Context: an optimization exercise on an open-source flow, tuned for small area, a short achievable clock period and few clock cycles. The choices shown serve that exercise and are no tape-out recipe. Function was not checked in any run shown here: the RTL went through the layout flow alone. Power figures rest on the tool's default switching activity, not on a simulated workload.

File: flow/run.sh
#!/bin/bash
# synth_recipe.tcl (not shown) runs the flow's synth.tcl, then flattens the netlist and writes it again
# the make line also repeats each setting of config.mk as NAME=value (left out here)
make -C /OpenROAD-flow-scripts/flow DESIGN_CONFIG=/design/flow/config.mk WORK_HOME=/design/flow/orfs CLKGATE_MAP_FILE= SYNTH_SCRIPT=/design/flow/synth_recipe.tcl finish
File: flow/config.mk
export PLATFORM = sky130hd
export DESIGN_NAME = alu_unit
export DESIGN_NICKNAME = alu_unit
export VERILOG_FILES = /design/flow/design.v
export SDC_FILE = /design/flow/constraint.sdc
export NUM_CORES = 4
export LEC_CHECK = 0
export ABC_AREA = 1
export CAP_MARGIN = 20
export CORE_MARGIN = 2
export CORE_UTILIZATION = 40
export SLEW_MARGIN = 20
File: flow/constraint.sdc
create_clock -name core_clock -period 70.0 [get_ports {clk}]
set_input_delay 14.0000 -clock core_clock [delete_from_list [all_inputs] [get_ports {clk}]]
set_output_delay 14.0000 -clock core_clock [all_outputs]
set_load 0.01 [all_outputs]
File: flow/design.v
`timescale 1ns / 1ps
module alu_unit(
    input clk,
    input rst,
    input in_valid,
    output in_ready,
    input [15:0] a,
    input [15:0] b,
    input [2:0] op,
    output reg out_valid,
    output reg [15:0] r
    );
assign in_ready = 1'b1;
reg [15:0] a_q, b_q;
reg [2:0] op_q;
reg v0;
always @(posedge clk) begin
    a_q <= a;
    b_q <= b;
    op_q <= op;
    v0 <= in_valid & ~rst;
end
wire mul0 = op_q == 3'd3;
wire div0 = op_q == 3'd4;
wire add0 = op_q == 3'd1;
wire sub0 = op_q == 3'd2;
wire [15:0] y0 = mul0 ? a_q : (add0 ? b_q : ~b_q);
wire [15:0] x16 = mul0 ? 16'd0 : a_q;
wire [15:0] aux16 = b_q;
wire [1:0] s15;
wire g15_0_0 = (x16[15] & y0[0]) | ((div0 | sub0) & (x16[15] ^ y0[0]));
wire p15_0_0 = x16[15] ^ y0[0];
assign s15[0] = p15_0_0 ^ (div0 | sub0);
assign s15[1] = g15_0_0;
wire sel15 = mul0 ? aux16[15] : (div0 & s15[1] & &y0[15:1]);
wire [15:0] x15 = sel15 ? {s15[0:0], x16[14:0]} : x16;
wire [2:0] s14;
wire g14_0_0 = (x15[14] & y0[0]) | ((div0 | sub0) & (x15[14] ^ y0[0]));
wire p14_0_0 = x15[14] ^ y0[0];
wire g14_1_1 = x15[15] & y0[1];
wire p14_1_1 = x15[15] ^ y0[1];
wire g14_1_0 = g14_1_1 | (p14_1_1 & g14_0_0);
wire p14_1_0 = p14_1_1 & p14_0_0;
assign s14[0] = p14_0_0 ^ (div0 | sub0);
assign s14[1] = p14_1_1 ^ g14_0_0;
assign s14[2] = g14_1_0;
wire sel14 = mul0 ? aux16[14] : (div0 & s14[2] & &y0[15:2]);
wire [15:0] x14 = sel14 ? {s14[1:0], x15[13:0]} : x15;
wire [3:0] s13;
wire g13_0_0 = (x14[13] & y0[0]) | ((div0 | sub0) & (x14[13] ^ y0[0]));
wire p13_0_0 = x14[13] ^ y0[0];
wire g13_1_1 = x14[14] & y0[1];
wire p13_1_1 = x14[14] ^ y0[1];
wire g13_2_2 = x14[15] & y0[2];
wire p13_2_2 = x14[15] ^ y0[2];
wire g13_1_0 = g13_1_1 | (p13_1_1 & g13_0_0);
wire p13_1_0 = p13_1_1 & p13_0_0;
wire g13_2_0 = g13_2_2 | (p13_2_2 & g13_1_0);
wire p13_2_0 = p13_2_2 & p13_1_0;
assign s13[0] = p13_0_0 ^ (div0 | sub0);
assign s13[1] = p13_1_1 ^ g13_0_0;
assign s13[2] = p13_2_2 ^ g13_1_0;
assign s13[3] = g13_2_0;
wire sel13 = mul0 ? aux16[13] : (div0 & s13[3] & &y0[15:3]);
wire [15:0] x13 = sel13 ? {s13[2:0], x14[12:0]} : x14;
wire [4:0] s12;
wire g12_0_0 = (x13[12] & y0[0]) | ((div0 | sub0) & (x13[12] ^ y0[0]));
wire p12_0_0 = x13[12] ^ y0[0];
wire g12_1_1 = x13[13] & y0[1];
wire p12_1_1 = x13[13] ^ y0[1];
wire g12_2_2 = x13[14] & y0[2];
wire p12_2_2 = x13[14] ^ y0[2];
wire g12_3_3 = x13[15] & y0[3];
wire p12_3_3 = x13[15] ^ y0[3];
wire g12_1_0 = g12_1_1 | (p12_1_1 & g12_0_0);
wire p12_1_0 = p12_1_1 & p12_0_0;
wire g12_3_2 = g12_3_3 | (p12_3_3 & g12_2_2);
wire p12_3_2 = p12_3_3 & p12_2_2;
wire g12_3_0 = g12_3_2 | (p12_3_2 & g12_1_0);
wire p12_3_0 = p12_3_2 & p12_1_0;
wire g12_2_0 = g12_2_2 | (p12_2_2 & g12_1_0);
wire p12_2_0 = p12_2_2 & p12_1_0;
assign s12[0] = p12_0_0 ^ (div0 | sub0);
assign s12[1] = p12_1_1 ^ g12_0_0;
assign s12[2] = p12_2_2 ^ g12_1_0;
assign s12[3] = p12_3_3 ^ g12_2_0;
assign s12[4] = g12_3_0;
wire sel12 = mul0 ? aux16[12] : (div0 & s12[4] & &y0[15:4]);
wire [15:0] x12 = sel12 ? {s12[3:0], x13[11:0]} : x13;
wire [5:0] s11;
wire g11_0_0 = (x12[11] & y0[0]) | ((div0 | sub0) & (x12[11] ^ y0[0]));
wire p11_0_0 = x12[11] ^ y0[0];
wire g11_1_1 = x12[12] & y0[1];
wire p11_1_1 = x12[12] ^ y0[1];
wire g11_2_2 = x12[13] & y0[2];
wire p11_2_2 = x12[13] ^ y0[2];
wire g11_3_3 = x12[14] & y0[3];
wire p11_3_3 = x12[14] ^ y0[3];
wire g11_4_4 = x12[15] & y0[4];
wire p11_4_4 = x12[15] ^ y0[4];
wire g11_1_0 = g11_1_1 | (p11_1_1 & g11_0_0);
wire p11_1_0 = p11_1_1 & p11_0_0;
wire g11_3_2 = g11_3_3 | (p11_3_3 & g11_2_2);
wire p11_3_2 = p11_3_3 & p11_2_2;
wire g11_3_0 = g11_3_2 | (p11_3_2 & g11_1_0);
wire p11_3_0 = p11_3_2 & p11_1_0;
wire g11_2_0 = g11_2_2 | (p11_2_2 & g11_1_0);
wire p11_2_0 = p11_2_2 & p11_1_0;
wire g11_4_0 = g11_4_4 | (p11_4_4 & g11_3_0);
wire p11_4_0 = p11_4_4 & p11_3_0;
assign s11[0] = p11_0_0 ^ (div0 | sub0);
assign s11[1] = p11_1_1 ^ g11_0_0;
assign s11[2] = p11_2_2 ^ g11_1_0;
assign s11[3] = p11_3_3 ^ g11_2_0;
assign s11[4] = p11_4_4 ^ g11_3_0;
assign s11[5] = g11_4_0;
wire sel11 = mul0 ? aux16[11] : (div0 & s11[5] & &y0[15:5]);
wire [15:0] x11 = sel11 ? {s11[4:0], x12[10:0]} : x12;
reg [15:0] xr1, y1, aux1;
reg mul1, div1, add1, sub1, v1;
always @(posedge clk) begin
    xr1 <= x11;
    y1 <= y0;
    aux1 <= {sel15, sel14, sel13, sel12, sel11, aux16[10:0]};
    mul1 <= mul0;
    div1 <= div0;
    add1 <= add0;
    sub1 <= sub0;
    v1 <= v0 & ~rst;
end
wire [6:0] s10;
wire g10_0_0 = (xr1[10] & y1[0]) | ((div1 | sub1) & (xr1[10] ^ y1[0]));
wire p10_0_0 = xr1[10] ^ y1[0];
wire g10_1_1 = xr1[11] & y1[1];
wire p10_1_1 = xr1[11] ^ y1[1];
wire g10_2_2 = xr1[12] & y1[2];
wire p10_2_2 = xr1[12] ^ y1[2];
wire g10_3_3 = xr1[13] & y1[3];
wire p10_3_3 = xr1[13] ^ y1[3];
wire g10_4_4 = xr1[14] & y1[4];
wire p10_4_4 = xr1[14] ^ y1[4];
wire g10_5_5 = xr1[15] & y1[5];
wire p10_5_5 = xr1[15] ^ y1[5];
wire g10_1_0 = g10_1_1 | (p10_1_1 & g10_0_0);
wire p10_1_0 = p10_1_1 & p10_0_0;
wire g10_3_2 = g10_3_3 | (p10_3_3 & g10_2_2);
wire p10_3_2 = p10_3_3 & p10_2_2;
wire g10_5_4 = g10_5_5 | (p10_5_5 & g10_4_4);
wire p10_5_4 = p10_5_5 & p10_4_4;
wire g10_3_0 = g10_3_2 | (p10_3_2 & g10_1_0);
wire p10_3_0 = p10_3_2 & p10_1_0;
wire g10_5_0 = g10_5_4 | (p10_5_4 & g10_3_0);
wire p10_5_0 = p10_5_4 & p10_3_0;
wire g10_2_0 = g10_2_2 | (p10_2_2 & g10_1_0);
wire p10_2_0 = p10_2_2 & p10_1_0;
wire g10_4_0 = g10_4_4 | (p10_4_4 & g10_3_0);
wire p10_4_0 = p10_4_4 & p10_3_0;
assign s10[0] = p10_0_0 ^ (div1 | sub1);
assign s10[1] = p10_1_1 ^ g10_0_0;
assign s10[2] = p10_2_2 ^ g10_1_0;
assign s10[3] = p10_3_3 ^ g10_2_0;
assign s10[4] = p10_4_4 ^ g10_3_0;
assign s10[5] = p10_5_5 ^ g10_4_0;
assign s10[6] = g10_5_0;
wire sel10 = mul1 ? aux1[10] : (div1 & s10[6] & &y1[15:6]);
wire [15:0] x10 = sel10 ? {s10[5:0], xr1[9:0]} : xr1;
wire [7:0] s9;
wire g9_0_0 = (x10[9] & y1[0]) | ((div1 | sub1) & (x10[9] ^ y1[0]));
wire p9_0_0 = x10[9] ^ y1[0];
wire g9_1_1 = x10[10] & y1[1];
wire p9_1_1 = x10[10] ^ y1[1];
wire g9_2_2 = x10[11] & y1[2];
wire p9_2_2 = x10[11] ^ y1[2];
wire g9_3_3 = x10[12] & y1[3];
wire p9_3_3 = x10[12] ^ y1[3];
wire g9_4_4 = x10[13] & y1[4];
wire p9_4_4 = x10[13] ^ y1[4];
wire g9_5_5 = x10[14] & y1[5];
wire p9_5_5 = x10[14] ^ y1[5];
wire g9_6_6 = x10[15] & y1[6];
wire p9_6_6 = x10[15] ^ y1[6];
wire g9_1_0 = g9_1_1 | (p9_1_1 & g9_0_0);
wire p9_1_0 = p9_1_1 & p9_0_0;
wire g9_3_2 = g9_3_3 | (p9_3_3 & g9_2_2);
wire p9_3_2 = p9_3_3 & p9_2_2;
wire g9_5_4 = g9_5_5 | (p9_5_5 & g9_4_4);
wire p9_5_4 = p9_5_5 & p9_4_4;
wire g9_3_0 = g9_3_2 | (p9_3_2 & g9_1_0);
wire p9_3_0 = p9_3_2 & p9_1_0;
wire g9_5_0 = g9_5_4 | (p9_5_4 & g9_3_0);
wire p9_5_0 = p9_5_4 & p9_3_0;
wire g9_2_0 = g9_2_2 | (p9_2_2 & g9_1_0);
wire p9_2_0 = p9_2_2 & p9_1_0;
wire g9_4_0 = g9_4_4 | (p9_4_4 & g9_3_0);
wire p9_4_0 = p9_4_4 & p9_3_0;
wire g9_6_0 = g9_6_6 | (p9_6_6 & g9_5_0);
wire p9_6_0 = p9_6_6 & p9_5_0;
assign s9[0] = p9_0_0 ^ (div1 | sub1);
assign s9[1] = p9_1_1 ^ g9_0_0;
assign s9[2] = p9_2_2 ^ g9_1_0;
assign s9[3] = p9_3_3 ^ g9_2_0;
assign s9[4] = p9_4_4 ^ g9_3_0;
assign s9[5] = p9_5_5 ^ g9_4_0;
assign s9[6] = p9_6_6 ^ g9_5_0;
assign s9[7] = g9_6_0;
wire sel9 = mul1 ? aux1[9] : (div1 & s9[7] & &y1[15:7]);
wire [15:0] x9 = sel9 ? {s9[6:0], x10[8:0]} : x10;
wire [8:0] s8;
wire g8_0_0 = (x9[8] & y1[0]) | ((div1 | sub1) & (x9[8] ^ y1[0]));
wire p8_0_0 = x9[8] ^ y1[0];
wire g8_1_1 = x9[9] & y1[1];
wire p8_1_1 = x9[9] ^ y1[1];
wire g8_2_2 = x9[10] & y1[2];
wire p8_2_2 = x9[10] ^ y1[2];
wire g8_3_3 = x9[11] & y1[3];
wire p8_3_3 = x9[11] ^ y1[3];
wire g8_4_4 = x9[12] & y1[4];
wire p8_4_4 = x9[12] ^ y1[4];
wire g8_5_5 = x9[13] & y1[5];
wire p8_5_5 = x9[13] ^ y1[5];
wire g8_6_6 = x9[14] & y1[6];
wire p8_6_6 = x9[14] ^ y1[6];
wire g8_7_7 = x9[15] & y1[7];
wire p8_7_7 = x9[15] ^ y1[7];
wire g8_1_0 = g8_1_1 | (p8_1_1 & g8_0_0);
wire p8_1_0 = p8_1_1 & p8_0_0;
wire g8_3_2 = g8_3_3 | (p8_3_3 & g8_2_2);
wire p8_3_2 = p8_3_3 & p8_2_2;
wire g8_5_4 = g8_5_5 | (p8_5_5 & g8_4_4);
wire p8_5_4 = p8_5_5 & p8_4_4;
wire g8_7_6 = g8_7_7 | (p8_7_7 & g8_6_6);
wire p8_7_6 = p8_7_7 & p8_6_6;
wire g8_3_0 = g8_3_2 | (p8_3_2 & g8_1_0);
wire p8_3_0 = p8_3_2 & p8_1_0;
wire g8_7_4 = g8_7_6 | (p8_7_6 & g8_5_4);
wire p8_7_4 = p8_7_6 & p8_5_4;
wire g8_7_0 = g8_7_4 | (p8_7_4 & g8_3_0);
wire p8_7_0 = p8_7_4 & p8_3_0;
wire g8_5_0 = g8_5_4 | (p8_5_4 & g8_3_0);
wire p8_5_0 = p8_5_4 & p8_3_0;
wire g8_2_0 = g8_2_2 | (p8_2_2 & g8_1_0);
wire p8_2_0 = p8_2_2 & p8_1_0;
wire g8_4_0 = g8_4_4 | (p8_4_4 & g8_3_0);
wire p8_4_0 = p8_4_4 & p8_3_0;
wire g8_6_0 = g8_6_6 | (p8_6_6 & g8_5_0);
wire p8_6_0 = p8_6_6 & p8_5_0;
assign s8[0] = p8_0_0 ^ (div1 | sub1);
assign s8[1] = p8_1_1 ^ g8_0_0;
assign s8[2] = p8_2_2 ^ g8_1_0;
assign s8[3] = p8_3_3 ^ g8_2_0;
assign s8[4] = p8_4_4 ^ g8_3_0;
assign s8[5] = p8_5_5 ^ g8_4_0;
assign s8[6] = p8_6_6 ^ g8_5_0;
assign s8[7] = p8_7_7 ^ g8_6_0;
assign s8[8] = g8_7_0;
wire sel8 = mul1 ? aux1[8] : (div1 & s8[8] & &y1[15:8]);
wire [15:0] x8 = sel8 ? {s8[7:0], x9[7:0]} : x9;
wire [9:0] s7;
wire g7_0_0 = (x8[7] & y1[0]) | ((div1 | sub1) & (x8[7] ^ y1[0]));
wire p7_0_0 = x8[7] ^ y1[0];
wire g7_1_1 = x8[8] & y1[1];
wire p7_1_1 = x8[8] ^ y1[1];
wire g7_2_2 = x8[9] & y1[2];
wire p7_2_2 = x8[9] ^ y1[2];
wire g7_3_3 = x8[10] & y1[3];
wire p7_3_3 = x8[10] ^ y1[3];
wire g7_4_4 = x8[11] & y1[4];
wire p7_4_4 = x8[11] ^ y1[4];
wire g7_5_5 = x8[12] & y1[5];
wire p7_5_5 = x8[12] ^ y1[5];
wire g7_6_6 = x8[13] & y1[6];
wire p7_6_6 = x8[13] ^ y1[6];
wire g7_7_7 = x8[14] & y1[7];
wire p7_7_7 = x8[14] ^ y1[7];
wire g7_8_8 = x8[15] & y1[8];
wire p7_8_8 = x8[15] ^ y1[8];
wire g7_1_0 = g7_1_1 | (p7_1_1 & g7_0_0);
wire p7_1_0 = p7_1_1 & p7_0_0;
wire g7_3_2 = g7_3_3 | (p7_3_3 & g7_2_2);
wire p7_3_2 = p7_3_3 & p7_2_2;
wire g7_5_4 = g7_5_5 | (p7_5_5 & g7_4_4);
wire p7_5_4 = p7_5_5 & p7_4_4;
wire g7_7_6 = g7_7_7 | (p7_7_7 & g7_6_6);
wire p7_7_6 = p7_7_7 & p7_6_6;
wire g7_3_0 = g7_3_2 | (p7_3_2 & g7_1_0);
wire p7_3_0 = p7_3_2 & p7_1_0;
wire g7_7_4 = g7_7_6 | (p7_7_6 & g7_5_4);
wire p7_7_4 = p7_7_6 & p7_5_4;
wire g7_7_0 = g7_7_4 | (p7_7_4 & g7_3_0);
wire p7_7_0 = p7_7_4 & p7_3_0;
wire g7_5_0 = g7_5_4 | (p7_5_4 & g7_3_0);
wire p7_5_0 = p7_5_4 & p7_3_0;
wire g7_2_0 = g7_2_2 | (p7_2_2 & g7_1_0);
wire p7_2_0 = p7_2_2 & p7_1_0;
wire g7_4_0 = g7_4_4 | (p7_4_4 & g7_3_0);
wire p7_4_0 = p7_4_4 & p7_3_0;
wire g7_6_0 = g7_6_6 | (p7_6_6 & g7_5_0);
wire p7_6_0 = p7_6_6 & p7_5_0;
wire g7_8_0 = g7_8_8 | (p7_8_8 & g7_7_0);
wire p7_8_0 = p7_8_8 & p7_7_0;
assign s7[0] = p7_0_0 ^ (div1 | sub1);
assign s7[1] = p7_1_1 ^ g7_0_0;
assign s7[2] = p7_2_2 ^ g7_1_0;
assign s7[3] = p7_3_3 ^ g7_2_0;
assign s7[4] = p7_4_4 ^ g7_3_0;
assign s7[5] = p7_5_5 ^ g7_4_0;
assign s7[6] = p7_6_6 ^ g7_5_0;
assign s7[7] = p7_7_7 ^ g7_6_0;
assign s7[8] = p7_8_8 ^ g7_7_0;
assign s7[9] = g7_8_0;
wire sel7 = mul1 ? aux1[7] : (div1 & s7[9] & &y1[15:9]);
wire [15:0] x7 = sel7 ? {s7[8:0], x8[6:0]} : x8;
wire [10:0] s6;
wire g6_0_0 = (x7[6] & y1[0]) | ((div1 | sub1) & (x7[6] ^ y1[0]));
wire p6_0_0 = x7[6] ^ y1[0];
wire g6_1_1 = x7[7] & y1[1];
wire p6_1_1 = x7[7] ^ y1[1];
wire g6_2_2 = x7[8] & y1[2];
wire p6_2_2 = x7[8] ^ y1[2];
wire g6_3_3 = x7[9] & y1[3];
wire p6_3_3 = x7[9] ^ y1[3];
wire g6_4_4 = x7[10] & y1[4];
wire p6_4_4 = x7[10] ^ y1[4];
wire g6_5_5 = x7[11] & y1[5];
wire p6_5_5 = x7[11] ^ y1[5];
wire g6_6_6 = x7[12] & y1[6];
wire p6_6_6 = x7[12] ^ y1[6];
wire g6_7_7 = x7[13] & y1[7];
wire p6_7_7 = x7[13] ^ y1[7];
wire g6_8_8 = x7[14] & y1[8];
wire p6_8_8 = x7[14] ^ y1[8];
wire g6_9_9 = x7[15] & y1[9];
wire p6_9_9 = x7[15] ^ y1[9];
wire g6_1_0 = g6_1_1 | (p6_1_1 & g6_0_0);
wire p6_1_0 = p6_1_1 & p6_0_0;
wire g6_3_2 = g6_3_3 | (p6_3_3 & g6_2_2);
wire p6_3_2 = p6_3_3 & p6_2_2;
wire g6_5_4 = g6_5_5 | (p6_5_5 & g6_4_4);
wire p6_5_4 = p6_5_5 & p6_4_4;
wire g6_7_6 = g6_7_7 | (p6_7_7 & g6_6_6);
wire p6_7_6 = p6_7_7 & p6_6_6;
wire g6_9_8 = g6_9_9 | (p6_9_9 & g6_8_8);
wire p6_9_8 = p6_9_9 & p6_8_8;
wire g6_3_0 = g6_3_2 | (p6_3_2 & g6_1_0);
wire p6_3_0 = p6_3_2 & p6_1_0;
wire g6_7_4 = g6_7_6 | (p6_7_6 & g6_5_4);
wire p6_7_4 = p6_7_6 & p6_5_4;
wire g6_7_0 = g6_7_4 | (p6_7_4 & g6_3_0);
wire p6_7_0 = p6_7_4 & p6_3_0;
wire g6_5_0 = g6_5_4 | (p6_5_4 & g6_3_0);
wire p6_5_0 = p6_5_4 & p6_3_0;
wire g6_9_0 = g6_9_8 | (p6_9_8 & g6_7_0);
wire p6_9_0 = p6_9_8 & p6_7_0;
wire g6_2_0 = g6_2_2 | (p6_2_2 & g6_1_0);
wire p6_2_0 = p6_2_2 & p6_1_0;
wire g6_4_0 = g6_4_4 | (p6_4_4 & g6_3_0);
wire p6_4_0 = p6_4_4 & p6_3_0;
wire g6_6_0 = g6_6_6 | (p6_6_6 & g6_5_0);
wire p6_6_0 = p6_6_6 & p6_5_0;
wire g6_8_0 = g6_8_8 | (p6_8_8 & g6_7_0);
wire p6_8_0 = p6_8_8 & p6_7_0;
assign s6[0] = p6_0_0 ^ (div1 | sub1);
assign s6[1] = p6_1_1 ^ g6_0_0;
assign s6[2] = p6_2_2 ^ g6_1_0;
assign s6[3] = p6_3_3 ^ g6_2_0;
assign s6[4] = p6_4_4 ^ g6_3_0;
assign s6[5] = p6_5_5 ^ g6_4_0;
assign s6[6] = p6_6_6 ^ g6_5_0;
assign s6[7] = p6_7_7 ^ g6_6_0;
assign s6[8] = p6_8_8 ^ g6_7_0;
assign s6[9] = p6_9_9 ^ g6_8_0;
assign s6[10] = g6_9_0;
wire sel6 = mul1 ? aux1[6] : (div1 & s6[10] & &y1[15:10]);
wire [15:0] x6 = sel6 ? {s6[9:0], x7[5:0]} : x7;
wire [11:0] s5;
wire g5_0_0 = (x6[5] & y1[0]) | ((div1 | sub1) & (x6[5] ^ y1[0]));
wire p5_0_0 = x6[5] ^ y1[0];
wire g5_1_1 = x6[6] & y1[1];
wire p5_1_1 = x6[6] ^ y1[1];
wire g5_2_2 = x6[7] & y1[2];
wire p5_2_2 = x6[7] ^ y1[2];
wire g5_3_3 = x6[8] & y1[3];
wire p5_3_3 = x6[8] ^ y1[3];
wire g5_4_4 = x6[9] & y1[4];
wire p5_4_4 = x6[9] ^ y1[4];
wire g5_5_5 = x6[10] & y1[5];
wire p5_5_5 = x6[10] ^ y1[5];
wire g5_6_6 = x6[11] & y1[6];
wire p5_6_6 = x6[11] ^ y1[6];
wire g5_7_7 = x6[12] & y1[7];
wire p5_7_7 = x6[12] ^ y1[7];
wire g5_8_8 = x6[13] & y1[8];
wire p5_8_8 = x6[13] ^ y1[8];
wire g5_9_9 = x6[14] & y1[9];
wire p5_9_9 = x6[14] ^ y1[9];
wire g5_10_10 = x6[15] & y1[10];
wire p5_10_10 = x6[15] ^ y1[10];
wire g5_1_0 = g5_1_1 | (p5_1_1 & g5_0_0);
wire p5_1_0 = p5_1_1 & p5_0_0;
wire g5_3_2 = g5_3_3 | (p5_3_3 & g5_2_2);
wire p5_3_2 = p5_3_3 & p5_2_2;
wire g5_5_4 = g5_5_5 | (p5_5_5 & g5_4_4);
wire p5_5_4 = p5_5_5 & p5_4_4;
wire g5_7_6 = g5_7_7 | (p5_7_7 & g5_6_6);
wire p5_7_6 = p5_7_7 & p5_6_6;
wire g5_9_8 = g5_9_9 | (p5_9_9 & g5_8_8);
wire p5_9_8 = p5_9_9 & p5_8_8;
wire g5_3_0 = g5_3_2 | (p5_3_2 & g5_1_0);
wire p5_3_0 = p5_3_2 & p5_1_0;
wire g5_7_4 = g5_7_6 | (p5_7_6 & g5_5_4);
wire p5_7_4 = p5_7_6 & p5_5_4;
wire g5_7_0 = g5_7_4 | (p5_7_4 & g5_3_0);
wire p5_7_0 = p5_7_4 & p5_3_0;
wire g5_5_0 = g5_5_4 | (p5_5_4 & g5_3_0);
wire p5_5_0 = p5_5_4 & p5_3_0;
wire g5_9_0 = g5_9_8 | (p5_9_8 & g5_7_0);
wire p5_9_0 = p5_9_8 & p5_7_0;
wire g5_2_0 = g5_2_2 | (p5_2_2 & g5_1_0);
wire p5_2_0 = p5_2_2 & p5_1_0;
wire g5_4_0 = g5_4_4 | (p5_4_4 & g5_3_0);
wire p5_4_0 = p5_4_4 & p5_3_0;
wire g5_6_0 = g5_6_6 | (p5_6_6 & g5_5_0);
wire p5_6_0 = p5_6_6 & p5_5_0;
wire g5_8_0 = g5_8_8 | (p5_8_8 & g5_7_0);
wire p5_8_0 = p5_8_8 & p5_7_0;
wire g5_10_0 = g5_10_10 | (p5_10_10 & g5_9_0);
wire p5_10_0 = p5_10_10 & p5_9_0;
assign s5[0] = p5_0_0 ^ (div1 | sub1);
assign s5[1] = p5_1_1 ^ g5_0_0;
assign s5[2] = p5_2_2 ^ g5_1_0;
assign s5[3] = p5_3_3 ^ g5_2_0;
assign s5[4] = p5_4_4 ^ g5_3_0;
assign s5[5] = p5_5_5 ^ g5_4_0;
assign s5[6] = p5_6_6 ^ g5_5_0;
assign s5[7] = p5_7_7 ^ g5_6_0;
assign s5[8] = p5_8_8 ^ g5_7_0;
assign s5[9] = p5_9_9 ^ g5_8_0;
assign s5[10] = p5_10_10 ^ g5_9_0;
assign s5[11] = g5_10_0;
wire sel5 = mul1 ? aux1[5] : (div1 & s5[11] & &y1[15:11]);
wire [15:0] x5 = sel5 ? {s5[10:0], x6[4:0]} : x6;
reg [15:0] xr2, y2, aux2;
reg mul2, div2, add2, sub2, v2;
always @(posedge clk) begin
    xr2 <= x5;
    y2 <= y1;
    aux2 <= {aux1[15:11], sel10, sel9, sel8, sel7, sel6, sel5, aux1[4:0]};
    mul2 <= mul1;
    div2 <= div1;
    add2 <= add1;
    sub2 <= sub1;
    v2 <= v1 & ~rst;
end
wire [12:0] s4;
wire g4_0_0 = (xr2[4] & y2[0]) | ((div2 | sub2) & (xr2[4] ^ y2[0]));
wire p4_0_0 = xr2[4] ^ y2[0];
wire g4_1_1 = xr2[5] & y2[1];
wire p4_1_1 = xr2[5] ^ y2[1];
wire g4_2_2 = xr2[6] & y2[2];
wire p4_2_2 = xr2[6] ^ y2[2];
wire g4_3_3 = xr2[7] & y2[3];
wire p4_3_3 = xr2[7] ^ y2[3];
wire g4_4_4 = xr2[8] & y2[4];
wire p4_4_4 = xr2[8] ^ y2[4];
wire g4_5_5 = xr2[9] & y2[5];
wire p4_5_5 = xr2[9] ^ y2[5];
wire g4_6_6 = xr2[10] & y2[6];
wire p4_6_6 = xr2[10] ^ y2[6];
wire g4_7_7 = xr2[11] & y2[7];
wire p4_7_7 = xr2[11] ^ y2[7];
wire g4_8_8 = xr2[12] & y2[8];
wire p4_8_8 = xr2[12] ^ y2[8];
wire g4_9_9 = xr2[13] & y2[9];
wire p4_9_9 = xr2[13] ^ y2[9];
wire g4_10_10 = xr2[14] & y2[10];
wire p4_10_10 = xr2[14] ^ y2[10];
wire g4_11_11 = xr2[15] & y2[11];
wire p4_11_11 = xr2[15] ^ y2[11];
wire g4_1_0 = g4_1_1 | (p4_1_1 & g4_0_0);
wire p4_1_0 = p4_1_1 & p4_0_0;
wire g4_3_2 = g4_3_3 | (p4_3_3 & g4_2_2);
wire p4_3_2 = p4_3_3 & p4_2_2;
wire g4_5_4 = g4_5_5 | (p4_5_5 & g4_4_4);
wire p4_5_4 = p4_5_5 & p4_4_4;
wire g4_7_6 = g4_7_7 | (p4_7_7 & g4_6_6);
wire p4_7_6 = p4_7_7 & p4_6_6;
wire g4_9_8 = g4_9_9 | (p4_9_9 & g4_8_8);
wire p4_9_8 = p4_9_9 & p4_8_8;
wire g4_11_10 = g4_11_11 | (p4_11_11 & g4_10_10);
wire p4_11_10 = p4_11_11 & p4_10_10;
wire g4_3_0 = g4_3_2 | (p4_3_2 & g4_1_0);
wire p4_3_0 = p4_3_2 & p4_1_0;
wire g4_7_4 = g4_7_6 | (p4_7_6 & g4_5_4);
wire p4_7_4 = p4_7_6 & p4_5_4;
wire g4_11_8 = g4_11_10 | (p4_11_10 & g4_9_8);
wire p4_11_8 = p4_11_10 & p4_9_8;
wire g4_7_0 = g4_7_4 | (p4_7_4 & g4_3_0);
wire p4_7_0 = p4_7_4 & p4_3_0;
wire g4_11_0 = g4_11_8 | (p4_11_8 & g4_7_0);
wire p4_11_0 = p4_11_8 & p4_7_0;
wire g4_5_0 = g4_5_4 | (p4_5_4 & g4_3_0);
wire p4_5_0 = p4_5_4 & p4_3_0;
wire g4_9_0 = g4_9_8 | (p4_9_8 & g4_7_0);
wire p4_9_0 = p4_9_8 & p4_7_0;
wire g4_2_0 = g4_2_2 | (p4_2_2 & g4_1_0);
wire p4_2_0 = p4_2_2 & p4_1_0;
wire g4_4_0 = g4_4_4 | (p4_4_4 & g4_3_0);
wire p4_4_0 = p4_4_4 & p4_3_0;
wire g4_6_0 = g4_6_6 | (p4_6_6 & g4_5_0);
wire p4_6_0 = p4_6_6 & p4_5_0;
wire g4_8_0 = g4_8_8 | (p4_8_8 & g4_7_0);
wire p4_8_0 = p4_8_8 & p4_7_0;
wire g4_10_0 = g4_10_10 | (p4_10_10 & g4_9_0);
wire p4_10_0 = p4_10_10 & p4_9_0;
assign s4[0] = p4_0_0 ^ (div2 | sub2);
assign s4[1] = p4_1_1 ^ g4_0_0;
assign s4[2] = p4_2_2 ^ g4_1_0;
assign s4[3] = p4_3_3 ^ g4_2_0;
assign s4[4] = p4_4_4 ^ g4_3_0;
assign s4[5] = p4_5_5 ^ g4_4_0;
assign s4[6] = p4_6_6 ^ g4_5_0;
assign s4[7] = p4_7_7 ^ g4_6_0;
assign s4[8] = p4_8_8 ^ g4_7_0;
assign s4[9] = p4_9_9 ^ g4_8_0;
assign s4[10] = p4_10_10 ^ g4_9_0;
assign s4[11] = p4_11_11 ^ g4_10_0;
assign s4[12] = g4_11_0;
wire sel4 = mul2 ? aux2[4] : (div2 & s4[12] & &y2[15:12]);
wire [15:0] x4 = sel4 ? {s4[11:0], xr2[3:0]} : xr2;
wire [13:0] s3;
wire g3_0_0 = (x4[3] & y2[0]) | ((div2 | sub2) & (x4[3] ^ y2[0]));
wire p3_0_0 = x4[3] ^ y2[0];
wire g3_1_1 = x4[4] & y2[1];
wire p3_1_1 = x4[4] ^ y2[1];
wire g3_2_2 = x4[5] & y2[2];
wire p3_2_2 = x4[5] ^ y2[2];
wire g3_3_3 = x4[6] & y2[3];
wire p3_3_3 = x4[6] ^ y2[3];
wire g3_4_4 = x4[7] & y2[4];
wire p3_4_4 = x4[7] ^ y2[4];
wire g3_5_5 = x4[8] & y2[5];
wire p3_5_5 = x4[8] ^ y2[5];
wire g3_6_6 = x4[9] & y2[6];
wire p3_6_6 = x4[9] ^ y2[6];
wire g3_7_7 = x4[10] & y2[7];
wire p3_7_7 = x4[10] ^ y2[7];
wire g3_8_8 = x4[11] & y2[8];
wire p3_8_8 = x4[11] ^ y2[8];
wire g3_9_9 = x4[12] & y2[9];
wire p3_9_9 = x4[12] ^ y2[9];
wire g3_10_10 = x4[13] & y2[10];
wire p3_10_10 = x4[13] ^ y2[10];
wire g3_11_11 = x4[14] & y2[11];
wire p3_11_11 = x4[14] ^ y2[11];
wire g3_12_12 = x4[15] & y2[12];
wire p3_12_12 = x4[15] ^ y2[12];
wire g3_1_0 = g3_1_1 | (p3_1_1 & g3_0_0);
wire p3_1_0 = p3_1_1 & p3_0_0;
wire g3_3_2 = g3_3_3 | (p3_3_3 & g3_2_2);
wire p3_3_2 = p3_3_3 & p3_2_2;
wire g3_5_4 = g3_5_5 | (p3_5_5 & g3_4_4);
wire p3_5_4 = p3_5_5 & p3_4_4;
wire g3_7_6 = g3_7_7 | (p3_7_7 & g3_6_6);
wire p3_7_6 = p3_7_7 & p3_6_6;
wire g3_9_8 = g3_9_9 | (p3_9_9 & g3_8_8);
wire p3_9_8 = p3_9_9 & p3_8_8;
wire g3_11_10 = g3_11_11 | (p3_11_11 & g3_10_10);
wire p3_11_10 = p3_11_11 & p3_10_10;
wire g3_3_0 = g3_3_2 | (p3_3_2 & g3_1_0);
wire p3_3_0 = p3_3_2 & p3_1_0;
wire g3_7_4 = g3_7_6 | (p3_7_6 & g3_5_4);
wire p3_7_4 = p3_7_6 & p3_5_4;
wire g3_11_8 = g3_11_10 | (p3_11_10 & g3_9_8);
wire p3_11_8 = p3_11_10 & p3_9_8;
wire g3_7_0 = g3_7_4 | (p3_7_4 & g3_3_0);
wire p3_7_0 = p3_7_4 & p3_3_0;
wire g3_11_0 = g3_11_8 | (p3_11_8 & g3_7_0);
wire p3_11_0 = p3_11_8 & p3_7_0;
wire g3_5_0 = g3_5_4 | (p3_5_4 & g3_3_0);
wire p3_5_0 = p3_5_4 & p3_3_0;
wire g3_9_0 = g3_9_8 | (p3_9_8 & g3_7_0);
wire p3_9_0 = p3_9_8 & p3_7_0;
wire g3_2_0 = g3_2_2 | (p3_2_2 & g3_1_0);
wire p3_2_0 = p3_2_2 & p3_1_0;
wire g3_4_0 = g3_4_4 | (p3_4_4 & g3_3_0);
wire p3_4_0 = p3_4_4 & p3_3_0;
wire g3_6_0 = g3_6_6 | (p3_6_6 & g3_5_0);
wire p3_6_0 = p3_6_6 & p3_5_0;
wire g3_8_0 = g3_8_8 | (p3_8_8 & g3_7_0);
wire p3_8_0 = p3_8_8 & p3_7_0;
wire g3_10_0 = g3_10_10 | (p3_10_10 & g3_9_0);
wire p3_10_0 = p3_10_10 & p3_9_0;
wire g3_12_0 = g3_12_12 | (p3_12_12 & g3_11_0);
wire p3_12_0 = p3_12_12 & p3_11_0;
assign s3[0] = p3_0_0 ^ (div2 | sub2);
assign s3[1] = p3_1_1 ^ g3_0_0;
assign s3[2] = p3_2_2 ^ g3_1_0;
assign s3[3] = p3_3_3 ^ g3_2_0;
assign s3[4] = p3_4_4 ^ g3_3_0;
assign s3[5] = p3_5_5 ^ g3_4_0;
assign s3[6] = p3_6_6 ^ g3_5_0;
assign s3[7] = p3_7_7 ^ g3_6_0;
assign s3[8] = p3_8_8 ^ g3_7_0;
assign s3[9] = p3_9_9 ^ g3_8_0;
assign s3[10] = p3_10_10 ^ g3_9_0;
assign s3[11] = p3_11_11 ^ g3_10_0;
assign s3[12] = p3_12_12 ^ g3_11_0;
assign s3[13] = g3_12_0;
wire sel3 = mul2 ? aux2[3] : (div2 & s3[13] & &y2[15:13]);
wire [15:0] x3 = sel3 ? {s3[12:0], x4[2:0]} : x4;
wire [14:0] s2;
wire g2_0_0 = (x3[2] & y2[0]) | ((div2 | sub2) & (x3[2] ^ y2[0]));
wire p2_0_0 = x3[2] ^ y2[0];
wire g2_1_1 = x3[3] & y2[1];
wire p2_1_1 = x3[3] ^ y2[1];
wire g2_2_2 = x3[4] & y2[2];
wire p2_2_2 = x3[4] ^ y2[2];
wire g2_3_3 = x3[5] & y2[3];
wire p2_3_3 = x3[5] ^ y2[3];
wire g2_4_4 = x3[6] & y2[4];
wire p2_4_4 = x3[6] ^ y2[4];
wire g2_5_5 = x3[7] & y2[5];
wire p2_5_5 = x3[7] ^ y2[5];
wire g2_6_6 = x3[8] & y2[6];
wire p2_6_6 = x3[8] ^ y2[6];
wire g2_7_7 = x3[9] & y2[7];
wire p2_7_7 = x3[9] ^ y2[7];
wire g2_8_8 = x3[10] & y2[8];
wire p2_8_8 = x3[10] ^ y2[8];
wire g2_9_9 = x3[11] & y2[9];
wire p2_9_9 = x3[11] ^ y2[9];
wire g2_10_10 = x3[12] & y2[10];
wire p2_10_10 = x3[12] ^ y2[10];
wire g2_11_11 = x3[13] & y2[11];
wire p2_11_11 = x3[13] ^ y2[11];
wire g2_12_12 = x3[14] & y2[12];
wire p2_12_12 = x3[14] ^ y2[12];
wire g2_13_13 = x3[15] & y2[13];
wire p2_13_13 = x3[15] ^ y2[13];
wire g2_1_0 = g2_1_1 | (p2_1_1 & g2_0_0);
wire p2_1_0 = p2_1_1 & p2_0_0;
wire g2_3_2 = g2_3_3 | (p2_3_3 & g2_2_2);
wire p2_3_2 = p2_3_3 & p2_2_2;
wire g2_5_4 = g2_5_5 | (p2_5_5 & g2_4_4);
wire p2_5_4 = p2_5_5 & p2_4_4;
wire g2_7_6 = g2_7_7 | (p2_7_7 & g2_6_6);
wire p2_7_6 = p2_7_7 & p2_6_6;
wire g2_9_8 = g2_9_9 | (p2_9_9 & g2_8_8);
wire p2_9_8 = p2_9_9 & p2_8_8;
wire g2_11_10 = g2_11_11 | (p2_11_11 & g2_10_10);
wire p2_11_10 = p2_11_11 & p2_10_10;
wire g2_13_12 = g2_13_13 | (p2_13_13 & g2_12_12);
wire p2_13_12 = p2_13_13 & p2_12_12;
wire g2_3_0 = g2_3_2 | (p2_3_2 & g2_1_0);
wire p2_3_0 = p2_3_2 & p2_1_0;
wire g2_7_4 = g2_7_6 | (p2_7_6 & g2_5_4);
wire p2_7_4 = p2_7_6 & p2_5_4;
wire g2_11_8 = g2_11_10 | (p2_11_10 & g2_9_8);
wire p2_11_8 = p2_11_10 & p2_9_8;
wire g2_7_0 = g2_7_4 | (p2_7_4 & g2_3_0);
wire p2_7_0 = p2_7_4 & p2_3_0;
wire g2_11_0 = g2_11_8 | (p2_11_8 & g2_7_0);
wire p2_11_0 = p2_11_8 & p2_7_0;
wire g2_5_0 = g2_5_4 | (p2_5_4 & g2_3_0);
wire p2_5_0 = p2_5_4 & p2_3_0;
wire g2_9_0 = g2_9_8 | (p2_9_8 & g2_7_0);
wire p2_9_0 = p2_9_8 & p2_7_0;
wire g2_13_0 = g2_13_12 | (p2_13_12 & g2_11_0);
wire p2_13_0 = p2_13_12 & p2_11_0;
wire g2_2_0 = g2_2_2 | (p2_2_2 & g2_1_0);
wire p2_2_0 = p2_2_2 & p2_1_0;
wire g2_4_0 = g2_4_4 | (p2_4_4 & g2_3_0);
wire p2_4_0 = p2_4_4 & p2_3_0;
wire g2_6_0 = g2_6_6 | (p2_6_6 & g2_5_0);
wire p2_6_0 = p2_6_6 & p2_5_0;
wire g2_8_0 = g2_8_8 | (p2_8_8 & g2_7_0);
wire p2_8_0 = p2_8_8 & p2_7_0;
wire g2_10_0 = g2_10_10 | (p2_10_10 & g2_9_0);
wire p2_10_0 = p2_10_10 & p2_9_0;
wire g2_12_0 = g2_12_12 | (p2_12_12 & g2_11_0);
wire p2_12_0 = p2_12_12 & p2_11_0;
assign s2[0] = p2_0_0 ^ (div2 | sub2);
assign s2[1] = p2_1_1 ^ g2_0_0;
assign s2[2] = p2_2_2 ^ g2_1_0;
assign s2[3] = p2_3_3 ^ g2_2_0;
assign s2[4] = p2_4_4 ^ g2_3_0;
assign s2[5] = p2_5_5 ^ g2_4_0;
assign s2[6] = p2_6_6 ^ g2_5_0;
assign s2[7] = p2_7_7 ^ g2_6_0;
assign s2[8] = p2_8_8 ^ g2_7_0;
assign s2[9] = p2_9_9 ^ g2_8_0;
assign s2[10] = p2_10_10 ^ g2_9_0;
assign s2[11] = p2_11_11 ^ g2_10_0;
assign s2[12] = p2_12_12 ^ g2_11_0;
assign s2[13] = p2_13_13 ^ g2_12_0;
assign s2[14] = g2_13_0;
wire sel2 = mul2 ? aux2[2] : (div2 & s2[14] & &y2[15:14]);
wire [15:0] x2 = sel2 ? {s2[13:0], x3[1:0]} : x3;
wire [15:0] s1;
wire g1_0_0 = (x2[1] & y2[0]) | ((div2 | sub2) & (x2[1] ^ y2[0]));
wire p1_0_0 = x2[1] ^ y2[0];
wire g1_1_1 = x2[2] & y2[1];
wire p1_1_1 = x2[2] ^ y2[1];
wire g1_2_2 = x2[3] & y2[2];
wire p1_2_2 = x2[3] ^ y2[2];
wire g1_3_3 = x2[4] & y2[3];
wire p1_3_3 = x2[4] ^ y2[3];
wire g1_4_4 = x2[5] & y2[4];
wire p1_4_4 = x2[5] ^ y2[4];
wire g1_5_5 = x2[6] & y2[5];
wire p1_5_5 = x2[6] ^ y2[5];
wire g1_6_6 = x2[7] & y2[6];
wire p1_6_6 = x2[7] ^ y2[6];
wire g1_7_7 = x2[8] & y2[7];
wire p1_7_7 = x2[8] ^ y2[7];
wire g1_8_8 = x2[9] & y2[8];
wire p1_8_8 = x2[9] ^ y2[8];
wire g1_9_9 = x2[10] & y2[9];
wire p1_9_9 = x2[10] ^ y2[9];
wire g1_10_10 = x2[11] & y2[10];
wire p1_10_10 = x2[11] ^ y2[10];
wire g1_11_11 = x2[12] & y2[11];
wire p1_11_11 = x2[12] ^ y2[11];
wire g1_12_12 = x2[13] & y2[12];
wire p1_12_12 = x2[13] ^ y2[12];
wire g1_13_13 = x2[14] & y2[13];
wire p1_13_13 = x2[14] ^ y2[13];
wire g1_14_14 = x2[15] & y2[14];
wire p1_14_14 = x2[15] ^ y2[14];
wire g1_1_0 = g1_1_1 | (p1_1_1 & g1_0_0);
wire p1_1_0 = p1_1_1 & p1_0_0;
wire g1_3_2 = g1_3_3 | (p1_3_3 & g1_2_2);
wire p1_3_2 = p1_3_3 & p1_2_2;
wire g1_5_4 = g1_5_5 | (p1_5_5 & g1_4_4);
wire p1_5_4 = p1_5_5 & p1_4_4;
wire g1_7_6 = g1_7_7 | (p1_7_7 & g1_6_6);
wire p1_7_6 = p1_7_7 & p1_6_6;
wire g1_9_8 = g1_9_9 | (p1_9_9 & g1_8_8);
wire p1_9_8 = p1_9_9 & p1_8_8;
wire g1_11_10 = g1_11_11 | (p1_11_11 & g1_10_10);
wire p1_11_10 = p1_11_11 & p1_10_10;
wire g1_13_12 = g1_13_13 | (p1_13_13 & g1_12_12);
wire p1_13_12 = p1_13_13 & p1_12_12;
wire g1_3_0 = g1_3_2 | (p1_3_2 & g1_1_0);
wire p1_3_0 = p1_3_2 & p1_1_0;
wire g1_7_4 = g1_7_6 | (p1_7_6 & g1_5_4);
wire p1_7_4 = p1_7_6 & p1_5_4;
wire g1_11_8 = g1_11_10 | (p1_11_10 & g1_9_8);
wire p1_11_8 = p1_11_10 & p1_9_8;
wire g1_7_0 = g1_7_4 | (p1_7_4 & g1_3_0);
wire p1_7_0 = p1_7_4 & p1_3_0;
wire g1_11_0 = g1_11_8 | (p1_11_8 & g1_7_0);
wire p1_11_0 = p1_11_8 & p1_7_0;
wire g1_5_0 = g1_5_4 | (p1_5_4 & g1_3_0);
wire p1_5_0 = p1_5_4 & p1_3_0;
wire g1_9_0 = g1_9_8 | (p1_9_8 & g1_7_0);
wire p1_9_0 = p1_9_8 & p1_7_0;
wire g1_13_0 = g1_13_12 | (p1_13_12 & g1_11_0);
wire p1_13_0 = p1_13_12 & p1_11_0;
wire g1_2_0 = g1_2_2 | (p1_2_2 & g1_1_0);
wire p1_2_0 = p1_2_2 & p1_1_0;
wire g1_4_0 = g1_4_4 | (p1_4_4 & g1_3_0);
wire p1_4_0 = p1_4_4 & p1_3_0;
wire g1_6_0 = g1_6_6 | (p1_6_6 & g1_5_0);
wire p1_6_0 = p1_6_6 & p1_5_0;
wire g1_8_0 = g1_8_8 | (p1_8_8 & g1_7_0);
wire p1_8_0 = p1_8_8 & p1_7_0;
wire g1_10_0 = g1_10_10 | (p1_10_10 & g1_9_0);
wire p1_10_0 = p1_10_10 & p1_9_0;
wire g1_12_0 = g1_12_12 | (p1_12_12 & g1_11_0);
wire p1_12_0 = p1_12_12 & p1_11_0;
wire g1_14_0 = g1_14_14 | (p1_14_14 & g1_13_0);
wire p1_14_0 = p1_14_14 & p1_13_0;
assign s1[0] = p1_0_0 ^ (div2 | sub2);
assign s1[1] = p1_1_1 ^ g1_0_0;
assign s1[2] = p1_2_2 ^ g1_1_0;
assign s1[3] = p1_3_3 ^ g1_2_0;
assign s1[4] = p1_4_4 ^ g1_3_0;
assign s1[5] = p1_5_5 ^ g1_4_0;
assign s1[6] = p1_6_6 ^ g1_5_0;
assign s1[7] = p1_7_7 ^ g1_6_0;
assign s1[8] = p1_8_8 ^ g1_7_0;
assign s1[9] = p1_9_9 ^ g1_8_0;
assign s1[10] = p1_10_10 ^ g1_9_0;
assign s1[11] = p1_11_11 ^ g1_10_0;
assign s1[12] = p1_12_12 ^ g1_11_0;
assign s1[13] = p1_13_13 ^ g1_12_0;
assign s1[14] = p1_14_14 ^ g1_13_0;
assign s1[15] = g1_14_0;
wire sel1 = mul2 ? aux2[1] : (div2 & s1[15] & &y2[15:15]);
wire [15:0] x1 = sel1 ? {s1[14:0], x2[0:0]} : x2;
wire [16:0] s0;
wire g0_0_0 = (x1[0] & y2[0]) | ((div2 | sub2) & (x1[0] ^ y2[0]));
wire p0_0_0 = x1[0] ^ y2[0];
wire g0_1_1 = x1[1] & y2[1];
wire p0_1_1 = x1[1] ^ y2[1];
wire g0_2_2 = x1[2] & y2[2];
wire p0_2_2 = x1[2] ^ y2[2];
wire g0_3_3 = x1[3] & y2[3];
wire p0_3_3 = x1[3] ^ y2[3];
wire g0_4_4 = x1[4] & y2[4];
wire p0_4_4 = x1[4] ^ y2[4];
wire g0_5_5 = x1[5] & y2[5];
wire p0_5_5 = x1[5] ^ y2[5];
wire g0_6_6 = x1[6] & y2[6];
wire p0_6_6 = x1[6] ^ y2[6];
wire g0_7_7 = x1[7] & y2[7];
wire p0_7_7 = x1[7] ^ y2[7];
wire g0_8_8 = x1[8] & y2[8];
wire p0_8_8 = x1[8] ^ y2[8];
wire g0_9_9 = x1[9] & y2[9];
wire p0_9_9 = x1[9] ^ y2[9];
wire g0_10_10 = x1[10] & y2[10];
wire p0_10_10 = x1[10] ^ y2[10];
wire g0_11_11 = x1[11] & y2[11];
wire p0_11_11 = x1[11] ^ y2[11];
wire g0_12_12 = x1[12] & y2[12];
wire p0_12_12 = x1[12] ^ y2[12];
wire g0_13_13 = x1[13] & y2[13];
wire p0_13_13 = x1[13] ^ y2[13];
wire g0_14_14 = x1[14] & y2[14];
wire p0_14_14 = x1[14] ^ y2[14];
wire g0_15_15 = x1[15] & y2[15];
wire p0_15_15 = x1[15] ^ y2[15];
wire g0_1_0 = g0_1_1 | (p0_1_1 & g0_0_0);
wire p0_1_0 = p0_1_1 & p0_0_0;
wire g0_3_2 = g0_3_3 | (p0_3_3 & g0_2_2);
wire p0_3_2 = p0_3_3 & p0_2_2;
wire g0_5_4 = g0_5_5 | (p0_5_5 & g0_4_4);
wire p0_5_4 = p0_5_5 & p0_4_4;
wire g0_7_6 = g0_7_7 | (p0_7_7 & g0_6_6);
wire p0_7_6 = p0_7_7 & p0_6_6;
wire g0_9_8 = g0_9_9 | (p0_9_9 & g0_8_8);
wire p0_9_8 = p0_9_9 & p0_8_8;
wire g0_11_10 = g0_11_11 | (p0_11_11 & g0_10_10);
wire p0_11_10 = p0_11_11 & p0_10_10;
wire g0_13_12 = g0_13_13 | (p0_13_13 & g0_12_12);
wire p0_13_12 = p0_13_13 & p0_12_12;
wire g0_15_14 = g0_15_15 | (p0_15_15 & g0_14_14);
wire p0_15_14 = p0_15_15 & p0_14_14;
wire g0_3_0 = g0_3_2 | (p0_3_2 & g0_1_0);
wire p0_3_0 = p0_3_2 & p0_1_0;
wire g0_7_4 = g0_7_6 | (p0_7_6 & g0_5_4);
wire p0_7_4 = p0_7_6 & p0_5_4;
wire g0_11_8 = g0_11_10 | (p0_11_10 & g0_9_8);
wire p0_11_8 = p0_11_10 & p0_9_8;
wire g0_15_12 = g0_15_14 | (p0_15_14 & g0_13_12);
wire p0_15_12 = p0_15_14 & p0_13_12;
wire g0_7_0 = g0_7_4 | (p0_7_4 & g0_3_0);
wire p0_7_0 = p0_7_4 & p0_3_0;
wire g0_15_8 = g0_15_12 | (p0_15_12 & g0_11_8);
wire p0_15_8 = p0_15_12 & p0_11_8;
wire g0_15_0 = g0_15_8 | (p0_15_8 & g0_7_0);
wire p0_15_0 = p0_15_8 & p0_7_0;
wire g0_11_0 = g0_11_8 | (p0_11_8 & g0_7_0);
wire p0_11_0 = p0_11_8 & p0_7_0;
wire g0_5_0 = g0_5_4 | (p0_5_4 & g0_3_0);
wire p0_5_0 = p0_5_4 & p0_3_0;
wire g0_9_0 = g0_9_8 | (p0_9_8 & g0_7_0);
wire p0_9_0 = p0_9_8 & p0_7_0;
wire g0_13_0 = g0_13_12 | (p0_13_12 & g0_11_0);
wire p0_13_0 = p0_13_12 & p0_11_0;
wire g0_2_0 = g0_2_2 | (p0_2_2 & g0_1_0);
wire p0_2_0 = p0_2_2 & p0_1_0;
wire g0_4_0 = g0_4_4 | (p0_4_4 & g0_3_0);
wire p0_4_0 = p0_4_4 & p0_3_0;
wire g0_6_0 = g0_6_6 | (p0_6_6 & g0_5_0);
wire p0_6_0 = p0_6_6 & p0_5_0;
wire g0_8_0 = g0_8_8 | (p0_8_8 & g0_7_0);
wire p0_8_0 = p0_8_8 & p0_7_0;
wire g0_10_0 = g0_10_10 | (p0_10_10 & g0_9_0);
wire p0_10_0 = p0_10_10 & p0_9_0;
wire g0_12_0 = g0_12_12 | (p0_12_12 & g0_11_0);
wire p0_12_0 = p0_12_12 & p0_11_0;
wire g0_14_0 = g0_14_14 | (p0_14_14 & g0_13_0);
wire p0_14_0 = p0_14_14 & p0_13_0;
assign s0[0] = p0_0_0 ^ (div2 | sub2);
assign s0[1] = p0_1_1 ^ g0_0_0;
assign s0[2] = p0_2_2 ^ g0_1_0;
assign s0[3] = p0_3_3 ^ g0_2_0;
assign s0[4] = p0_4_4 ^ g0_3_0;
assign s0[5] = p0_5_5 ^ g0_4_0;
assign s0[6] = p0_6_6 ^ g0_5_0;
assign s0[7] = p0_7_7 ^ g0_6_0;
assign s0[8] = p0_8_8 ^ g0_7_0;
assign s0[9] = p0_9_9 ^ g0_8_0;
assign s0[10] = p0_10_10 ^ g0_9_0;
assign s0[11] = p0_11_11 ^ g0_10_0;
assign s0[12] = p0_12_12 ^ g0_11_0;
assign s0[13] = p0_13_13 ^ g0_12_0;
assign s0[14] = p0_14_14 ^ g0_13_0;
assign s0[15] = p0_15_15 ^ g0_14_0;
assign s0[16] = g0_15_0;
wire sel0 = mul2 ? aux2[0] : (div2 & s0[16] & 1'b1) | add2 | (sub2 & s0[16]);
wire [15:0] x0 = sel0 ? s0[15:0] : x1;
wire [15:0] q = {aux2[15:5], sel4, sel3, sel2, sel1, sel0};
wire [15:0] res = div2 ? q :
                  (mul2 | add2 | (sub2 & sel0)) ? x0 : 16'd0;
always @(posedge clk) begin
    r <= res;
    out_valid <= v2 & ~rst;
end
endmodule
==> flow_results.org, run 1 <==
** Detailed routing
- The first routing iteration left 547 violations.
- The detail route stage leaves a number of antenna-violating nets equal to 0.
- The first TritonRoute pass finished after 6 iterations.
- In the routed design, unresolved DRC markers number 0.
- Summed over all layers, the routed wires come to 27.78 mm.
- Routed WL per cell :: 15.57 um
- Via Count :: 8888
- After detailed routing, the number of vias per cell comes to 4.982.

** Floorplan
- Core Area :: 0.02695 mm^2
- The initial utilization of the core area, before any placement, comes to 0.4084.
- During I/O placement, the number of pins put on the boundary was 56.
- Full die area :: 0.02886 mm^2
- In this run the core area contains 60 standard-cell rows.
- Die width :: 169.9 um
- Die height :: 169.9 um

** Synth
- Yosys mapped a number of flops with a built-in enable equal to 0.
- After synthesis the cells add up to 0.01101 mm^2.
- Most frequently used cell type in the post-synthesis netlist :: nand2_1
- Number of warnings issued by yosys :: 1
- For this run, the register share of the synthesized area comes to 0.2892.
- Top post-synthesis cells by count :: 380 x nand2_1, 167 x inv_1, 159 x dfxtp_1, 158 x nand3_1, 98 x ha_1
- Top area cells in the synthesized netlist :: dfxtp_1 29%, fa_1 16%, nand2_1 13%
- Averaged over all synthesized cells, the footprint is 7.993 um^2.
- Summed over all instances, the cell type with the most area after synthesis is dfxtp_1.
- #FFs+latches synth :: 159
- Counting distinct cell types in the post-synthesis netlist gives 49.
- The number of nets in the synthesized netlist is 1600.
- Top cell type's share of synthesized area :: 0.2892
- Main synth FF type :: dfxtp_1
- Proportion of synthesized flip-flops having asynchronous set or reset :: 0
- Count of mapped cells out of synthesis :: 1377

** Status
- The flow ran to the end and the layout has no timing, DRC or antenna violations.

** Cells and area
- Final cell count without fillers :: 1784
- The number of antenna diodes in the final layout is 0.
- Area added between synthesis and finish :: 13.46%
- Of the cells placed in the final design, the portion with a size suffix greater than 1 is 0.06653.
- Util after Layout :: 0.4634
- After filler insertion, the fill cell instance count of the layout stands at 2567.
- Final instance area :: 0.01249 mm^2
- Count of nets after finishing :: 1654

** Placed design
- Input and output buffers added on the ports amount to 54.
- After legalization and detailed placement, the total HPWL measured 22.89 mm.
- Routability-driven placement congestion ratio :: 0.9460
- Number of placed cells counting well taps :: 1753
- The placed instances occupy a cell area of 0.01190 mm^2.

** Clock tree
- For this design, the CTS-stage hold fixing added 0 buffers.
- In this run, CTS created clock tree buffers numbering 17.
- The H-tree was split into 4 levels.
- After clock tree synthesis, the clock-pin slew on the worst setup and hold paths is 0.08 ns.
- Clock tree synthesis found a total of 159 sinks.
- CTS tree :: done
- In this run the clock root is driven by a clkbuf_16.
- Bufs on Longest Clock Path :: 2
- For the worst-skew pair, the clock arrives at the later sink with an insertion delay of 0.43 ns.
- Setup bufs post-CTS :: 0
- Resized Gates After CTS :: 0

** Worst setup path
- Classification of the worst setup path :: flop to output pin
- The number of buffers and inverters on the critical path is 1.
- In this design, the stage delay of the slowest critical-path cell is 0.56 ns.
- Launching point of the worst reg2reg path :: div2
- The critical path goes through clkdlybuf4s50_1.
- Capturing element type of the critical path :: output pin
- In this run the worst setup path begins at r[8].
- Startpoint types :: flop
- Arrival time at the worst endpoint :: 1.36 ns
- In this run the number of cells on the critical path is 1.
- R2R setup slack :: 55.82 ns
- Highest net fanout along the worst path :: 1
- The most critical setup path has its endpoint at r[8].
- The slowest stage of the critical path is the clkdlybuf4s50_1 cell.
- Worst endpoint required time :: 56.00 ns
- The endpoint identified for the worst register-to-register timing path is r[3].
- Category of cells accounting for the largest share of critical-path delay :: buffers and inverters
- R2R depth :: 79

** Power
- Max IR drop VDD :: 0.01576 mV
- The design draws 0.3257 mW.
- Leakage power figure :: 6.217 nW
- Power density over the cells :: 26.08 mW/mm^2

** Global routing
- Global-route congestion overflow total :: 0
- Number of antenna violations at the first check in global routing :: 0
- Combined global-route utilization of all metal layers :: 0.2034
- Global-route wire length before repair :: 45.95 mm
- Entering global routing, the biggest net connects 24 pins.
- Vias in the first global route :: 9000

** Flow run
- The tool flagged a number of max-cap violations equal to 0.

** Timing
- Number of endpoints with negative hold slack in the final report :: 0
- Max Slew Vio Count :: 0
- The worst path needs 15.36 ns of the cycle, external delays included.
- Across the routed clock network, the largest skew measured is 0.01919 ns.
- Max frequency :: 65.09 MHz
- Unrepaired setup endpoints after global routing :: no
- Summed over all failing endpoints, the final setup total negative slack is 0 ns.
- Least-Margin Pin Slew :: 0.7744 ns
- Final setup violation count :: 0
- Measured against its own limit, the worst slew margin works out to 0.4830.
- Ratio of final minimum period to clock period :: 0.2195

** Worst hold path
- Hold Path Class :: flop to flop
-- worst min path at each step --
| stage | start | end | slack (ns) | depth (start not counted) |
|---|---|---|---|---|
| floorplan | add1 | add2 | 0.31 | 0 |
| global placement | aux1[1] | aux2[1] | 0.31 | 0 |
| detailed placement | aux1[1] | aux2[1] | 0.31 | 0 |
| CTS | aux1[4] | aux2[4] | 0.32 | 0 |
| global route | aux1[4] | aux2[4] | 0.32 | 0 |
| finish | aux1[4] | aux2[4] | 0.32 | 0 |
-- placed cells by master, fill, tap and decap left out, drive strengths merged --
master	netlist	routed
nand2	385	385
inv	174	181
nand3	166	166
dfxtp	159	159
ha	98	98
fa	87	87
nor2	57	57
clkdlybuf4s50	0	54
a21oi	43	43
xnor2	35	35
o21ai	28	28
or2	26	26
clkbuf	9	18
nand4	17	17
xor2	14	14
nand3b	9	9
a21o	8	8
buf	18	8
and2	7	7
clkinv	3	7
a31oi	6	6
a31o	5	5
o21a	4	4
nor3	4	4
o21bai	2	2
a211oi	2	2
o31ai	2	2
o22ai	2	2
a221oi	1	1
a32oi	1	1
a22oi	1	1
a21boi	1	1
o211ai	1	1
mux2i	1	1
conb	1	1
clkinvlp	0	1
bufinv	0	1
-- per-stage QoR --
stage          worst slack (ns)  hold WS, ns
4_1_cts                   54.58       0.3177
2_1_floorplan             55.67       0.3096
3_5_place_dp              55.06       0.3132
5_1_grt                   54.30       0.3245
6_report                  54.64       0.3158
3_3_place_gp              55.06       0.3108
-- report_power, final --
group	internal, mW	switching, mW	total, mW
logic	0.0542	0.0726	0.127
clock network	0.0513	0.0414	0.0927
registers	0.0979	0.00819	0.106
total	0.203	0.122	0.326
-- sequential cells by signal, summed over array words and instances, names as in the netlist, 3 cells and up --
signal	count
a_q	16
aux1	16
aux2	16
b_q	16
r	16
xr1	16
xr2	16
y1	16
y2	16
op_q	3
-- cell families after synthesis --
family | Yosys count | synth area share
AOI/OAI and AO/OA | 107 | 0.05820
xor gates and xnor gates | 49 | 0.03899
adders and majority gates | 185 | 0.2696
buffers and inverters | 204 | 0.07241
DFF | 159 | 0.2892
muxes | 1 | 0.0009094
other | 1 | 0.0003407
and+or+nand+nor | 671 | 0.2703
-- cell type report --
type                       count  area (um^2)  share of cell area
timing repair buffer          62        600.6             0.04809
inverter                     177        664.4             0.05320
clock buffer                  18        439.2             0.03517
multi-input combinational   1014         7027              0.5627
tap                          341        426.7             0.03416
clock inverter                13        147.6             0.01182
sequential                   159         3183              0.2549
-- per-layer routing --
layer | track usage | vias up | wire [um]
met5 | 0 | - | 0
met4 | 0.05871 | 0 | 480
met3 | 0.02279 | 34 | 959
met2 | 0.3626 | 179 | 13820
met1 | 0.2600 | 4161 | 12520
li1 | - | 4514 | -
==> run 2, diff against run 1 <==
==> flow/flow/run.sh (new file) <==
#!/bin/bash
# Standard layout flow, with its output logged to standard.log.
bash standard.sh > standard.log 2>&1
==> flow/standard.sh (new file) <==
#!/bin/bash
# synth_recipe.tcl (not shown) runs the flow's synth.tcl, then flattens the netlist and writes it again
# the make line also repeats each setting of config.mk as NAME=value (left out here)
make -C /OpenROAD-flow-scripts/flow DESIGN_CONFIG=/design/flow/config.mk WORK_HOME=/design/flow/orfs CLKGATE_MAP_FILE= SYNTH_SCRIPT=/design/flow/synth_recipe.tcl "${@:-finish}"
removed: flow/run.sh
==> run 2 against run 1 <==
- register-to-register slack is essentially flat
- clock power is essentially flat
- area after synthesis did not move
- first-iteration DRC count stayed put
- via count unchanged
==> flow_results.org, run 2 <==
** Status
- Outcome :: timing/DRC/antenna clean

** Timing
- Number of endpoints with negative hold slack in the final report :: 0
- Between clock sinks in the finished design, the worst skew comes to 0.01919 ns.
- Max frequency :: 65.09 MHz
- The worst pin sits at a relative slew slack of 0.4830.
- For the pin with the worst max-slew slack, the measured transition is 0.7744 ns.
- For the final routed database, the setup TNS stands at 0 ns.
- Final setup violation count :: 0
- Post-layout minimum cycle time :: 15.36 ns

** Worst setup path
- Among cell families on the critical path, the largest total delay comes from buffers and inverters.
- STA puts the critical path data arrival time at 1.36 ns.
- The critical path is of the flop to output pin type.
- Library cell contributing the largest single delay on the critical path :: clkdlybuf4s50_1
- In this run the worst path has a maximum fanout of 1.
- Chain of cells forming the critical path :: clkdlybuf4s50_1
- Launching point of the worst reg2reg path :: div2
- STA classifies the critical path endpoint as an output pin.
- Together, buffers and inverters on the worst path number 1.

** Synth
- For this run, the leading register cell type out of synthesis is dfxtp_1.
- #FFs+latches synth :: 159
- The share of the Yosys chip area taken by registers is 0.2892.
- Count of flip-flops with a built-in enable after synthesis :: 0
- Proportion of synthesized flip-flops having asynchronous set or reset :: 0
- Largest family of logic cells by synthesized area :: simple AND/OR/NAND/NOR gates
- Yosys instantiated no cell more often than nand2_1.
- Post-Synthesis Net Count :: 1600
- The synthesized netlist occupies a cell area of 0.01101 mm^2.
- The average instance in the mapped netlist occupies 7.993 um^2.
- Top post-synthesis cells by count :: 380 x nand2_1, 167 x inv_1, 159 x dfxtp_1, 158 x nand3_1, 98 x ha_1
- Of the total synthesized cell area, the portion taken by AND, OR, NAND and NOR gates is 0.2703.
- Number of distinct library cell variants in the gate-level netlist after synthesis :: 49
- The compound-gate portion of the synthesized area came to 0.05820.
- Synthesis produced a netlist whose cell count is 1377.
- Of the total synthesized cell area, the portion taken by full adders, half adders and majority gates is 0.2696.
- Of the post-synthesis cell area, the dominant cell type holds 0.2892.
- For this run, the number of Yosys warnings is 1.
- Top area cells in the synthesized netlist :: dfxtp_1 29%, fa_1 16%, nand2_1 13%

** Clock tree
- The clock net in this run drives a total of 159 sinks.
- Hold repair after CTS inserted 0 buffers.
- Skew-Pair Late Insertion Delay :: 0.43 ns
- Clock-pin slew was measured on the worst setup and hold paths at 0.08 ns.
- Setup bufs post-CTS :: 0
- Clock Tree Root :: clkbuf_16
- The H-tree was split into 4 levels.

** Placed design
- Cell Area, Placed :: 0.01190 mm^2
- Prior to clock tree synthesis, the placed netlist has a worst setup slack of 55.06 ns.
- Detailed placement ended at an HPWL of 22.89 mm.

** Cells and area
- Of the cells placed in the final design, the portion with a size suffix greater than 1 is 0.06653.
- Area added between synthesis and finish :: 13.46%
- Summing all non-filler instances in the final layout gives an area of 0.01249 mm^2.
- In the layout the commonest cells are 380 x nand2_1, 167 x inv_1, 159 x dfxtp_1, 158 x nand3_1, 98 x ha_1.
- The net count of the finished layout is 1654.
- Leaving out fill and tap cells, the most frequent cell in the layout is nand2_1.

** Floorplan
- Full die area :: 0.02886 mm^2
- For this configuration, the core starts out at a cell density of 0.4084.
- Top-level port count :: 56
- The floorplan step set the die height to 169.9 um.
- Core Area :: 0.02695 mm^2
- Cell Rows :: 60

** Worst hold path
- Hold Path Class :: flop to flop
- The worst hold path begins at aux1[4].

** Detailed routing
- Post-route ant nets :: 0
- After detailed routing, the number of remaining DRC violations is 0.
- Via Count :: 8888
- Total detailed-routing wirelength :: 27.78 mm

** Global routing
- Number of antenna violations at the first check in global routing :: 0
- After global routing the overflow that remains totals 0.
- The first global-routing pass estimated 45.95 mm of wire.
- Entering global routing, the biggest net connects 24 pins.

** Power
- Power density over the cells :: 26.08 mW/mm^2

** Flow run
- The tool flagged a number of max-cap violations equal to 0.
[run 2: cell families (layout without fill, tap and decap cells)]
logic type,count (synthesis),count (layout)
AO/OA/AOI/OAI,107,107
XOR/XNOR,49,49
adder cells (fa/ha/maj),185,185
buffers and inverters,204,270
flip-flops,159,159
multiplexers,1,1
other,1,1
AND/OR/NAND/NOR,671,671
[run 2: per-stage QoR]
stage	util	instances	hold WS, ns	power (mW)
2_1_floorplan	-	1377	0.3096	0.2009
3_3_place_gp	0.4416	1753	0.3108	0.2336
3_5_place_dp	0.4416	1753	0.3132	0.2347
4_1_cts	0.4634	1784	0.3177	0.3285
5_1_grt	0.4634	1784	0.3245	0.3528
6_report	0.4634	1784	0.3158	0.3257
[run 2: layout make-up]
cell class | count | area, um^2
Multi-Input combinational cell | 1014 | 7027
Clock buffer | 18 | 439.2
Sequential cell | 159 | 3183
Tap cell | 341 | 426.7
Fill cell | 2567 | 14460
Inverter | 177 | 664.4
Timing Repair Buffer | 62 | 600.6
Clock inverter | 13 | 147.6
[run 2: final timing paths]
path | endpoint | slack, ns | depth (start not counted)
setup / recovery | r[8] | 54.64 | 1
hold / removal | aux2[4] | 0.32 | 0
setup reg to reg | r[3] | 55.82 | 79
hold reg to reg | aux2[4] | 0.32 | 0
[run 2: worst reg2reg max path, delay by kind of cell (launching register included)]
kind	cells	cell delay [ns]
flip-flops	1	0.29
AND/OR/NAND/NOR	47	5.79
adder cells (fa/ha/maj)	8	2.87
AO/OA/AOI/OAI	14	2.89
buffers and inverters	10	2.19
[run 2: layer usage]
metal | track usage | share of wire
met1 | 0.2600 | 0.45
met2 | 0.3626 | 0.50
met3 | 0.02279 | 0.035
met4 | 0.05871 | 0.017
met5 | 0 | 0
[run 2: power by group]
group / internal, mW / switching [mW] / total (mW) / leakage, nW
clock network: 0.0513 / 0.0414 / 0.0927 / 0.288
registers: 0.0979 / 0.00819 / 0.106 / 1.33
logic: 0.0542 / 0.0726 / 0.127 / 4.60
total: 0.203 / 0.122 / 0.326 / 6.22

afterwards: timing with drivers on the ports:
In the flow no input, the clock included, has a driving cell. The finished layouts below were timed again as built, in two steps. Step 1: set_driving_cell puts a clkbuf_16 on clk and a buf_2 on each other input, an assumption about the parent block. Step 2, shift: input delay + t, output delay - t, t = (earliest + latest rising clock arrival at the registers) / 2. This alone moves slack from input paths to output paths. Slacks: ideal ports / drivers / drivers and shift; pairs: ideal ports / drivers.
run	t (ns)	setup slack, ns
run 1	0.471	54.636 / 54.589 / 55.060
run 2	0.471	54.636 / 54.589 / 55.060
After both steps every run listed still meets setup and hold.
